This design comes from an exercise in tuning for small area, a short achievable clock period and few clock cycles per item on the open sky130 flow, not from production work.
Function was checked by simulation only, so behaviour that the tests miss may differ from the original.

==> run a <==
==> flow/design.v (excerpt) <==
module fpu_s (
  input         clk,
  input         rst_n,
  input         req_valid,
  input  [6:0]  req_opcode,
  input  [6:0]  req_f7,
  input  [2:0]  req_rm,
  input  [4:0]  req_rs2,
  input  [31:0] req_v1,
  input  [31:0] req_v2,
  input  [31:0] req_v3,
  output        resp_valid,
  output [31:0] resp_value,
  output [4:0]  resp_fflags
);
Settings: LEC_CHECK=0, CAP_MARGIN=20, CORE_MARGIN=2, CORE_UTILIZATION=40, SETUP_SLACK_MARGIN=5, SLEW_MARGIN=20; clock period 20.0 ns.
run.sh (not shown) runs the stock make flow with config.mk's settings and CLKGATE_MAP_FILE= SYNTH_SCRIPT=/design/flow/synth_recipe.tcl, a recipe that flattens the netlist after the stock synthesis.
==> run b (differences from run a) <==
--- a/flow/design.v
+++ b/flow/design.v
@@ -12,15 +12,15 @@
   output        resp_valid,
   output [31:0] resp_value,
   output [4:0]  resp_fflags
 );
   localparam K = 4;                  
   localparam NC = 6;                 
   localparam N = K * NC + 1;         
-  localparam F = N + 2;              
+  localparam F = N + 1;              
   localparam WD = F + 3;
   wire [31:0] a = req_v1, b = req_v2, c = req_v3;
   wire op53 = req_opcode == 7'h53;
   wire is_fmadd = ~op53;
   wire d_add  = op53 & (req_f7 == 7'h00);
   wire d_sub  = op53 & (req_f7 == 7'h04);
   wire d_mul  = op53 & (req_f7 == 7'h08);
@@ -33,17 +33,16 @@
   wire d_ds   = d_div | d_sqrt;
   wire d_misc = ~d_fma & ~d_ds;
   wire start = req_valid & rst_n;
   reg [2:0] brm;
   always @* case (req_rm) 3'd0: brm = 0; 3'd1: brm = 4; 3'd2: brm = 3; 3'd3: brm = 2; 3'd4: brm = 1; default: brm = 0; endcase
   reg        pend;           
   reg        slowm;          
-  reg        replay;         
   reg        v_misc;         
-  reg [31:0] misc_res; reg [4:0] misc_fl; reg m_rnd, m_inc, m_s, m_uns;
+  reg [31:0] misc_res; reg [4:0] misc_fl;
   reg [27:0] f_x, f_y; reg f_abgt, f_eeq, f_sub;
   reg [7:0]  f_xe; reg [2:0] f_abfl; reg f_sgn, f_sgnc, f_acc, f_neg, f_spec, f_ssgn, f_snv;
   reg [1:0]  f_skind; reg [2:0] f_rm; reg [9:0] f_exp;
   reg        busy; reg [2:0] cnt; reg f_dmode;
   reg [WD-1:0] ds_ws, ds_wc; reg [N:0] ds_q, ds_qm, ds_m; reg ds_sq; reg ds_s;
   wire [23:0] ds_d = misc_res[23:0];    
   wire [9:0]  ds_e = f_exp;             
@@ -58,14 +57,21 @@
                    .sub_ab(m_subab), .zero_ab(m_zab));
   wire [47:0] prod;
   mul24 u_prod (.a({a[30:23] != 0, a[22:0]}), .b({b[30:23] != 0, b[22:0]}), .p(prod));
   wire [31:0] cv_res, cv_norm; wire [4:0] cv_fl; wire [5:0] cv_lz; wire cv_neg, cv_rnd, cv_inc;
   fpu_cvt u_cvt (.a(a), .rm(req_rm), .uns(req_rs2[0]), .f2i(d_f2i), .i2f(d_i2f),
                  .f2i_res(cv_res), .f2i_fl(cv_fl), .f2i_rnd(cv_rnd), .f2i_inc(cv_inc),
                  .norm(cv_norm), .lz(cv_lz), .i2f_neg(cv_neg));
+  wire [47:0] sp = {f_x, f_y[27:8]};
+  wire signed [9:0] sx = f_exp;
+  wire s_ovf46 = sx > 10'sd127;
+  wire s_tiny = sx < -10'sd151;
+  wire s_l = ~sp[47] & ~sp[46] & (sp != 0) & (sx > -10'sd126) & ~s_ovf46;
+  wire s_r = (sp != 0) & ~s_tiny & (sp[47] ? (sx < -10'sd127) : (sx < -10'sd126));
+  wire replay = slowm & ~s_l & ~s_r;
   wire [47:0] p_src = replay ? {f_x, f_y[27:8]} : d_i2f ? {1'b0, cv_norm, 15'd0}
                     : d_addsub ? {1'b0, b[30:23] != 0, b[22:0], 23'd0} : prod;
   wire [7:0]  xa_r = oa[30:23] | {7'd0, oa[30:23] == 0};
   wire [7:0]  xb_r = ob[30:23] | {7'd0, ob[30:23] == 0};
   wire [7:0]  xa_src = replay ? f_exp[7:0] + 8'd127 : xa_r;
   wire [7:0]  xb_src = replay ? 8'd127 : xb_r;
   wire [9:0]  e_src = replay ? f_exp : m_exp;
@@ -78,14 +84,18 @@
   wire sub_src = replay ? (f_sgnc ^ f_sgn) : (oc[31] ^ m_sgn);
   wire i2f_now = start & d_i2f;
   fma_align u_align (.prod(p_src), .dec(pr_dec), .ovf47(pr_ovf47 & ~i2f_now), .ovf46(pr_ovf46 & ~i2f_now), .tiny(pr_tiny & ~i2f_now), .c(c_src),
                      .x(al_x), .y(al_y), .sub(sub_src), .ab_gt(al_abgt), .e_eq(al_eeq),
                      .xe(al_xe), .abfl(al_abfl));
   wire fma_go = (start & d_fma) | replay;
   wire go_slow = start & (d_mul | is_fmadd) & ~m_spec & ~m_zab & ~pr_tiny & (m_subab | pr_r46);
+  wire [31:0] pf_res; wire [4:0] pf_fl;
+  f2i_post u_post (.ip(cv_res), .inc(cv_inc), .s(a[31]), .uns(req_rs2[0]), .fl(cv_fl), .res(pf_res), .flags(pf_fl));
+  wire [31:0] f2i_res = cv_rnd ? pf_res : cv_res;
+  wire [4:0]  f2i_fl  = cv_rnd ? pf_fl : cv_fl;
   reg [2:0] msel;
   always @* begin
     case (req_f7)
       7'h10: msel = 3'd0;
       7'h14: msel = 3'd1;
       7'h50: msel = 3'd2;
       default: msel = 3'd4;
@@ -120,54 +130,43 @@
   wire [WD-1:0] o3 = {(t3s[WD-2:0] | t3c[WD-2:0]), 1'b0};
   wire fw_z  = (lws ^ lwc) == o2;
   wire fw2_z = (t3s ^ t3c) == o3;
   wire fneg = fw[WD-1];
   wire [N:0] fq = fneg ? lqm : lq;
   wire ds_sticky = fneg ? ~fw2_z : ~fw_z;
   wire [47:0] pd = {1'b0, fq[N-1:0], ds_sticky, {(47-N-1){1'b0}}};
-  wire [47:0] sp = {f_x, f_y[27:8]};
-  wire signed [9:0] sx = f_exp;
-  wire s_ovf46 = sx > 10'sd127;
-  wire s_tiny = sx < -10'sd151;
-  wire s_l = ~sp[47] & ~sp[46] & (sp != 0) & (sx > -10'sd126) & ~s_ovf46;
-  wire s_r = (sp != 0) & ~s_tiny & (sp[47] ? (sx < -10'sd127) : (sx < -10'sd126));
   always @(posedge clk) begin
     if (!rst_n) begin
-      pend <= 1'b0; v_misc <= 1'b0; busy <= 1'b0; slowm <= 1'b0; replay <= 1'b0;
+      pend <= 1'b0; v_misc <= 1'b0; busy <= 1'b0; slowm <= 1'b0;
     end else begin
       v_misc <= start & d_misc;
       pend   <= (fma_go & ~go_slow) | ds_last;
       slowm  <= go_slow | (slowm & (s_l | s_r));
-      replay <= slowm & ~s_l & ~s_r;
       if (start & d_ds) busy <= 1'b1;
       else if (ds_last) busy <= 1'b0;
     end
-    if (start & ~d_fma) begin
-      misc_res <= d_f2i ? cv_res : mi_res;
-      misc_fl  <= d_f2i ? cv_fl : mi_fl;
-      m_rnd <= d_f2i & cv_rnd; m_inc <= cv_inc; m_s <= a[31]; m_uns <= req_rs2[0];
-    end
+    misc_fl <= d_f2i ? f2i_fl : mi_fl;
+    f_sub <= sub_src; f_abgt <= al_abgt; f_eeq <= al_eeq;
+    f_xe <= (start & d_i2f) ? 8'd158 - {2'd0, cv_lz} : al_xe;
+    if (slowm & s_l) {f_x, f_y} <= {sp[46:0], 1'b0, f_y[7:0]};
+    else if (slowm & s_r) {f_x, f_y} <= {1'b0, sp[47:2], sp[1] | sp[0], f_y[7:0]};
+    else if (go_slow) {f_x, f_y} <= {p_src, 8'd0};
+    else begin f_x <= al_x; f_y <= al_y; end
+    if (slowm & s_l) f_exp <= f_exp - 10'd1;
+    else if (slowm & s_r) f_exp <= f_exp + 10'd1;
+    else if (go_slow) f_exp <= e_src;
+    if (start & ~d_fma) misc_res <= d_f2i ? f2i_res : mi_res;
     if (start & d_fma) begin
       f_sgn  <= d_i2f ? cv_neg : m_sgn;
       f_spec <= ~d_i2f & m_spec;
       f_skind <= m_skind; f_ssgn <= m_ssgn; f_snv <= m_snv;
       f_sgnc <= oc[31]; f_acc <= acc; f_neg <= neg; f_rm <= brm;
       misc_res <= oc;
     end
-    if (fma_go) begin
-      if (go_slow) begin
-        f_x <= p_src[47:20]; f_y <= {p_src[19:0], 8'd0}; f_exp <= e_src;
-      end else begin
-        f_x <= al_x; f_y <= al_y; f_sub <= sub_src;
-        f_abgt <= al_abgt; f_eeq <= al_eeq; f_xe <= (start & d_i2f) ? 8'd158 - {2'd0, cv_lz} : al_xe; f_abfl <= al_abfl;
-      end
-    end else if (slowm) begin
-      if (s_l) begin {f_x, f_y[27:8]} <= {sp[46:0], 1'b0}; f_exp <= f_exp - 10'd1; end
-      else if (s_r) begin {f_x, f_y[27:8]} <= {1'b0, sp[47:2], sp[1] | sp[0]}; f_exp <= f_exp + 10'd1; end
-    end
+    if (fma_go & ~go_slow) f_abfl <= al_abfl;
     ds_ws <= start ? ds_w0 : sws[K];
     ds_wc <= start ? {WD{1'b0}} : swc[K];
     ds_q  <= start ? (d_sqrt ? {1'b1, {N{1'b0}}} : {(N+1){1'b0}}) : qq[K];
     ds_qm <= start ? {(N+1){1'b0}} : qm[K];
     ds_m  <= start ? {2'b01, {(N-1){1'b0}}} : mm[K];
     if (start) begin
       cnt <= 3'd0;
@@ -187,19 +186,17 @@
   end
   wire [31:0] f_res; wire [4:0] f_fl;
   fma_add u_add (.x(f_x), .y(f_y), .sub(f_sub), .ab_gt(f_abgt), .e_eq(f_eeq),
                  .xe(f_xe), .abfl(f_abfl), .sgn_ab(f_sgn), .sgn_c(f_sgnc), .acc(f_acc), .rmode(f_rm),
                  .negres(f_neg), .spec(f_spec), .spec_kind(f_skind), .spec_sgn(f_ssgn), .spec_nv(f_snv),
                  .dmode(f_dmode), .d_e(ds_e[7:0] + 8'd127), .d_s(pd[45:23]), .d_g({pd[22], |pd[21:0]}), .d_sgn(ds_s),
                  .res(f_res), .flags(f_fl));
-  wire [31:0] pf_res; wire [4:0] pf_fl;
-  f2i_post u_post (.ip(misc_res), .inc(m_inc), .s(m_s), .uns(m_uns), .fl(misc_fl), .res(pf_res), .flags(pf_fl));
   assign resp_valid  = v_misc | pend;
-  assign resp_value  = v_misc ? (m_rnd ? pf_res : misc_res) : f_res;
-  assign resp_fflags = v_misc ? (m_rnd ? pf_fl : misc_fl) : f_fl;
+  assign resp_value  = v_misc ? misc_res : f_res;
+  assign resp_fflags = v_misc ? misc_fl : f_fl;
 endmodule
 module fma_spec (
   input  [31:0] a,           
   input  [31:0] b,           
   input  [31:0] c,           
   input         acc,         
   output [9:0]  exp_ab,      
==> flow/flow/run.sh (new file) <==
#!/bin/bash
# Layout flow: the standard synthesis unchanged, then the standard ORFS
# steps (floorplan to finish) with timing repair aimed at a setup margin of
# 7 ns. The clock period and all constraints stay the design's.
# Each step's full output goes to a log file in this folder.
set -euo pipefail
bash standard.sh synth > synth.log 2>&1
bash standard.sh SETUP_SLACK_MARGIN=7 finish > layout.log 2>&1
==> flow/standard.sh (new file) <==
#!/bin/bash
# synth_recipe.tcl (not shown) runs the flow's synth.tcl, then flattens the netlist and writes it again
# the make line also repeats each setting of config.mk as NAME=value (left out here)
make -C /OpenROAD-flow-scripts/flow DESIGN_CONFIG=/design/flow/config.mk WORK_HOME=/design/flow/orfs CLKGATE_MAP_FILE= SYNTH_SCRIPT=/design/flow/synth_recipe.tcl "${@:-finish}"
==> flow/config.mk (replaced) <==
export PLATFORM = sky130hd
export DESIGN_NAME = fpu_s
export DESIGN_NICKNAME = fpu_s
export VERILOG_FILES = /design/flow/design.v
export SDC_FILE = /design/flow/constraint.sdc
export NUM_CORES = 8
export LEC_CHECK = 0
export ABC_AREA = 1
export CAP_MARGIN = 20
export CORE_MARGIN = 2
export CORE_UTILIZATION = 40
export SLEW_MARGIN = 20
removed: flow/run.sh
==> run c (differences from run a) <==
--- a/flow/design.v
+++ b/flow/design.v
@@ -9,18 +9,18 @@
   input  [31:0] req_v1,
   input  [31:0] req_v2,
   input  [31:0] req_v3,
   output        resp_valid,
   output [31:0] resp_value,
   output [4:0]  resp_fflags
 );
-  localparam K = 4;                  
-  localparam NC = 6;                 
+  localparam K = 6;                  
+  localparam NC = 4;                 
   localparam N = K * NC + 1;         
-  localparam F = N + 2;              
+  localparam F = N + 1;              
   localparam WD = F + 3;
   wire [31:0] a = req_v1, b = req_v2, c = req_v3;
   wire op53 = req_opcode == 7'h53;
   wire is_fmadd = ~op53;
   wire d_add  = op53 & (req_f7 == 7'h00);
   wire d_sub  = op53 & (req_f7 == 7'h04);
   wire d_mul  = op53 & (req_f7 == 7'h08);
@@ -33,17 +33,16 @@
   wire d_ds   = d_div | d_sqrt;
   wire d_misc = ~d_fma & ~d_ds;
   wire start = req_valid & rst_n;
   reg [2:0] brm;
   always @* case (req_rm) 3'd0: brm = 0; 3'd1: brm = 4; 3'd2: brm = 3; 3'd3: brm = 2; 3'd4: brm = 1; default: brm = 0; endcase
   reg        pend;           
   reg        slowm;          
-  reg        replay;         
   reg        v_misc;         
-  reg [31:0] misc_res; reg [4:0] misc_fl; reg m_rnd, m_inc, m_s, m_uns;
+  reg [31:0] misc_res; reg [4:0] misc_fl;
   reg [27:0] f_x, f_y; reg f_abgt, f_eeq, f_sub;
   reg [7:0]  f_xe; reg [2:0] f_abfl; reg f_sgn, f_sgnc, f_acc, f_neg, f_spec, f_ssgn, f_snv;
   reg [1:0]  f_skind; reg [2:0] f_rm; reg [9:0] f_exp;
   reg        busy; reg [2:0] cnt; reg f_dmode;
   reg [WD-1:0] ds_ws, ds_wc; reg [N:0] ds_q, ds_qm, ds_m; reg ds_sq; reg ds_s;
   wire [23:0] ds_d = misc_res[23:0];    
   wire [9:0]  ds_e = f_exp;             
@@ -58,14 +57,21 @@
                    .sub_ab(m_subab), .zero_ab(m_zab));
   wire [47:0] prod;
   mul24 u_prod (.a({a[30:23] != 0, a[22:0]}), .b({b[30:23] != 0, b[22:0]}), .p(prod));
   wire [31:0] cv_res, cv_norm; wire [4:0] cv_fl; wire [5:0] cv_lz; wire cv_neg, cv_rnd, cv_inc;
   fpu_cvt u_cvt (.a(a), .rm(req_rm), .uns(req_rs2[0]), .f2i(d_f2i), .i2f(d_i2f),
                  .f2i_res(cv_res), .f2i_fl(cv_fl), .f2i_rnd(cv_rnd), .f2i_inc(cv_inc),
                  .norm(cv_norm), .lz(cv_lz), .i2f_neg(cv_neg));
+  wire [47:0] sp = {f_x, f_y[27:8]};
+  wire signed [9:0] sx = f_exp;
+  wire s_ovf46 = sx > 10'sd127;
+  wire s_tiny = sx < -10'sd151;
+  wire s_l = ~sp[47] & ~sp[46] & (sp != 0) & (sx > -10'sd126) & ~s_ovf46;
+  wire s_r = (sp != 0) & ~s_tiny & (sp[47] ? (sx < -10'sd127) : (sx < -10'sd126));
+  wire replay = slowm & ~s_l & ~s_r;
   wire [47:0] p_src = replay ? {f_x, f_y[27:8]} : d_i2f ? {1'b0, cv_norm, 15'd0}
                     : d_addsub ? {1'b0, b[30:23] != 0, b[22:0], 23'd0} : prod;
   wire [7:0]  xa_r = oa[30:23] | {7'd0, oa[30:23] == 0};
   wire [7:0]  xb_r = ob[30:23] | {7'd0, ob[30:23] == 0};
   wire [7:0]  xa_src = replay ? f_exp[7:0] + 8'd127 : xa_r;
   wire [7:0]  xb_src = replay ? 8'd127 : xb_r;
   wire [9:0]  e_src = replay ? f_exp : m_exp;
@@ -78,14 +84,18 @@
   wire sub_src = replay ? (f_sgnc ^ f_sgn) : (oc[31] ^ m_sgn);
   wire i2f_now = start & d_i2f;
   fma_align u_align (.prod(p_src), .dec(pr_dec), .ovf47(pr_ovf47 & ~i2f_now), .ovf46(pr_ovf46 & ~i2f_now), .tiny(pr_tiny & ~i2f_now), .c(c_src),
                      .x(al_x), .y(al_y), .sub(sub_src), .ab_gt(al_abgt), .e_eq(al_eeq),
                      .xe(al_xe), .abfl(al_abfl));
   wire fma_go = (start & d_fma) | replay;
   wire go_slow = start & (d_mul | is_fmadd) & ~m_spec & ~m_zab & ~pr_tiny & (m_subab | pr_r46);
+  wire [31:0] pf_res; wire [4:0] pf_fl;
+  f2i_post u_post (.ip(cv_res), .inc(cv_inc), .s(a[31]), .uns(req_rs2[0]), .fl(cv_fl), .res(pf_res), .flags(pf_fl));
+  wire [31:0] f2i_res = cv_rnd ? pf_res : cv_res;
+  wire [4:0]  f2i_fl  = cv_rnd ? pf_fl : cv_fl;
   reg [2:0] msel;
   always @* begin
     case (req_f7)
       7'h10: msel = 3'd0;
       7'h14: msel = 3'd1;
       7'h50: msel = 3'd2;
       default: msel = 3'd4;
@@ -120,54 +130,43 @@
   wire [WD-1:0] o3 = {(t3s[WD-2:0] | t3c[WD-2:0]), 1'b0};
   wire fw_z  = (lws ^ lwc) == o2;
   wire fw2_z = (t3s ^ t3c) == o3;
   wire fneg = fw[WD-1];
   wire [N:0] fq = fneg ? lqm : lq;
   wire ds_sticky = fneg ? ~fw2_z : ~fw_z;
   wire [47:0] pd = {1'b0, fq[N-1:0], ds_sticky, {(47-N-1){1'b0}}};
-  wire [47:0] sp = {f_x, f_y[27:8]};
-  wire signed [9:0] sx = f_exp;
-  wire s_ovf46 = sx > 10'sd127;
-  wire s_tiny = sx < -10'sd151;
-  wire s_l = ~sp[47] & ~sp[46] & (sp != 0) & (sx > -10'sd126) & ~s_ovf46;
-  wire s_r = (sp != 0) & ~s_tiny & (sp[47] ? (sx < -10'sd127) : (sx < -10'sd126));
   always @(posedge clk) begin
     if (!rst_n) begin
-      pend <= 1'b0; v_misc <= 1'b0; busy <= 1'b0; slowm <= 1'b0; replay <= 1'b0;
+      pend <= 1'b0; v_misc <= 1'b0; busy <= 1'b0; slowm <= 1'b0;
     end else begin
       v_misc <= start & d_misc;
       pend   <= (fma_go & ~go_slow) | ds_last;
       slowm  <= go_slow | (slowm & (s_l | s_r));
-      replay <= slowm & ~s_l & ~s_r;
       if (start & d_ds) busy <= 1'b1;
       else if (ds_last) busy <= 1'b0;
     end
-    if (start & ~d_fma) begin
-      misc_res <= d_f2i ? cv_res : mi_res;
-      misc_fl  <= d_f2i ? cv_fl : mi_fl;
-      m_rnd <= d_f2i & cv_rnd; m_inc <= cv_inc; m_s <= a[31]; m_uns <= req_rs2[0];
-    end
+    misc_fl <= d_f2i ? f2i_fl : mi_fl;
+    f_sub <= sub_src; f_abgt <= al_abgt; f_eeq <= al_eeq;
+    f_xe <= (start & d_i2f) ? 8'd158 - {2'd0, cv_lz} : al_xe;
+    if (slowm & s_l) {f_x, f_y} <= {sp[46:0], 1'b0, f_y[7:0]};
+    else if (slowm & s_r) {f_x, f_y} <= {1'b0, sp[47:2], sp[1] | sp[0], f_y[7:0]};
+    else if (go_slow) {f_x, f_y} <= {p_src, 8'd0};
+    else begin f_x <= al_x; f_y <= al_y; end
+    if (slowm & s_l) f_exp <= f_exp - 10'd1;
+    else if (slowm & s_r) f_exp <= f_exp + 10'd1;
+    else if (go_slow) f_exp <= e_src;
+    if (start & ~d_fma) misc_res <= d_f2i ? f2i_res : mi_res;
     if (start & d_fma) begin
       f_sgn  <= d_i2f ? cv_neg : m_sgn;
       f_spec <= ~d_i2f & m_spec;
       f_skind <= m_skind; f_ssgn <= m_ssgn; f_snv <= m_snv;
       f_sgnc <= oc[31]; f_acc <= acc; f_neg <= neg; f_rm <= brm;
       misc_res <= oc;
     end
-    if (fma_go) begin
-      if (go_slow) begin
-        f_x <= p_src[47:20]; f_y <= {p_src[19:0], 8'd0}; f_exp <= e_src;
-      end else begin
-        f_x <= al_x; f_y <= al_y; f_sub <= sub_src;
-        f_abgt <= al_abgt; f_eeq <= al_eeq; f_xe <= (start & d_i2f) ? 8'd158 - {2'd0, cv_lz} : al_xe; f_abfl <= al_abfl;
-      end
-    end else if (slowm) begin
-      if (s_l) begin {f_x, f_y[27:8]} <= {sp[46:0], 1'b0}; f_exp <= f_exp - 10'd1; end
-      else if (s_r) begin {f_x, f_y[27:8]} <= {1'b0, sp[47:2], sp[1] | sp[0]}; f_exp <= f_exp + 10'd1; end
-    end
+    if (fma_go & ~go_slow) f_abfl <= al_abfl;
     ds_ws <= start ? ds_w0 : sws[K];
     ds_wc <= start ? {WD{1'b0}} : swc[K];
     ds_q  <= start ? (d_sqrt ? {1'b1, {N{1'b0}}} : {(N+1){1'b0}}) : qq[K];
     ds_qm <= start ? {(N+1){1'b0}} : qm[K];
     ds_m  <= start ? {2'b01, {(N-1){1'b0}}} : mm[K];
     if (start) begin
       cnt <= 3'd0;
@@ -187,19 +186,17 @@
   end
   wire [31:0] f_res; wire [4:0] f_fl;
   fma_add u_add (.x(f_x), .y(f_y), .sub(f_sub), .ab_gt(f_abgt), .e_eq(f_eeq),
                  .xe(f_xe), .abfl(f_abfl), .sgn_ab(f_sgn), .sgn_c(f_sgnc), .acc(f_acc), .rmode(f_rm),
                  .negres(f_neg), .spec(f_spec), .spec_kind(f_skind), .spec_sgn(f_ssgn), .spec_nv(f_snv),
                  .dmode(f_dmode), .d_e(ds_e[7:0] + 8'd127), .d_s(pd[45:23]), .d_g({pd[22], |pd[21:0]}), .d_sgn(ds_s),
                  .res(f_res), .flags(f_fl));
-  wire [31:0] pf_res; wire [4:0] pf_fl;
-  f2i_post u_post (.ip(misc_res), .inc(m_inc), .s(m_s), .uns(m_uns), .fl(misc_fl), .res(pf_res), .flags(pf_fl));
   assign resp_valid  = v_misc | pend;
-  assign resp_value  = v_misc ? (m_rnd ? pf_res : misc_res) : f_res;
-  assign resp_fflags = v_misc ? (m_rnd ? pf_fl : misc_fl) : f_fl;
+  assign resp_value  = v_misc ? misc_res : f_res;
+  assign resp_fflags = v_misc ? misc_fl : f_fl;
 endmodule
 module fma_spec (
   input  [31:0] a,           
   input  [31:0] b,           
   input  [31:0] c,           
   input         acc,         
   output [9:0]  exp_ab,      
==> run summary <==
Seq cells post-synth: run b 250; run c 248; run a 257
Via count normalized by instance count: run b 5.86; run c 6.65; run a 6.50
Worst setup path endpoint: run b f_y[0]; run c ds_ws[26]; run a f_y[0]
Initial drt markers: run b 10,300; run c 11,100; run a 9,515
Met3 Routed Length: run b 35.8 mm; run c 43.7 mm; run a 34.0 mm
Area of combinational cells with multiple inputs: run b 56,300 sq um; run c 62,900 sq um; run a 58,700 sq um
Clock latency at the later pin of the worst-skew pair: run b 660 ps; run c 640 ps; run a 670 ps
Non-clock buffer count: run b 463; run c 647; run a 479
Area of the core region: run b 176,000 sq um; run c 179,000 sq um; run a 173,000 sq um
Num tapcells: run b 2,340; run c 2,355; run a 2,325
FF/Latch Area: run b 5180 sq um; run c 5150 sq um; run a 5970 sq um
Global routing met3 resource utilization: run b 6.82%; run c 9.17%; run a 7.26%
Layout Cell Area excl Fill: run b 78,000 sq um; run c 81,900 sq um; run a 76,100 sq um
Vias in the first global route: run b 79,000; run c 78,600; run a 73,300
Result of the run: run b complete, no violations; run c complete, no violations; run a complete, no violations
Final Skew: run b 23.8 ps; run c 71.7 ps; run a 40.5 ps
Hold Slack: run b 489 ps; run c 475 ps; run a 459 ps
Testbench counts of run a, summed over its fixed seeds: cycles 3,255, ops 2,400.
Testbench counts of run b, summed over its fixed seeds: cycles 3,250, ops 2,400.
Testbench counts of run c, summed over its fixed seeds: cycles 2,982, ops 2,400.

==> afterwards: timing with drivers on the ports <==
The results above use ideal ports. As a check the final layouts listed here were re-extracted and re-timed, cells and wires unchanged.
Step 1 sets driving cells, clkbuf_16 on the clock port and buf_2 on the other inputs (assumed; they add their load-dependent delay and slew).
Step 2 times the ports against the registers' clock, not the clock port: input delays grow and output delays shrink by t, the midpoint of the rising clock arrivals with the driver on.
Three values: no drivers, after step 1, after step 2; two values: the first two.
run | t, ns | setup slack, ns | worst setup path after step 2 | latest minus earliest clock arrival (ns)
run a | 0.714 | 5.038 / 5.079 / 4.365 | input to register | 0.040 / 0.040
run b | 0.722 | 7.104 / 7.072 / 6.415 | input to register | 0.030 / 0.031
run c | 0.675 | 4.621 / 4.621 / 4.534 | input to register | 0.082 / 0.082
After both steps setup and hold are still met in every run listed. For run b, which loses most, drivers alone change the setup slack by -0.032 ns; drivers and shift together by -0.689 ns.
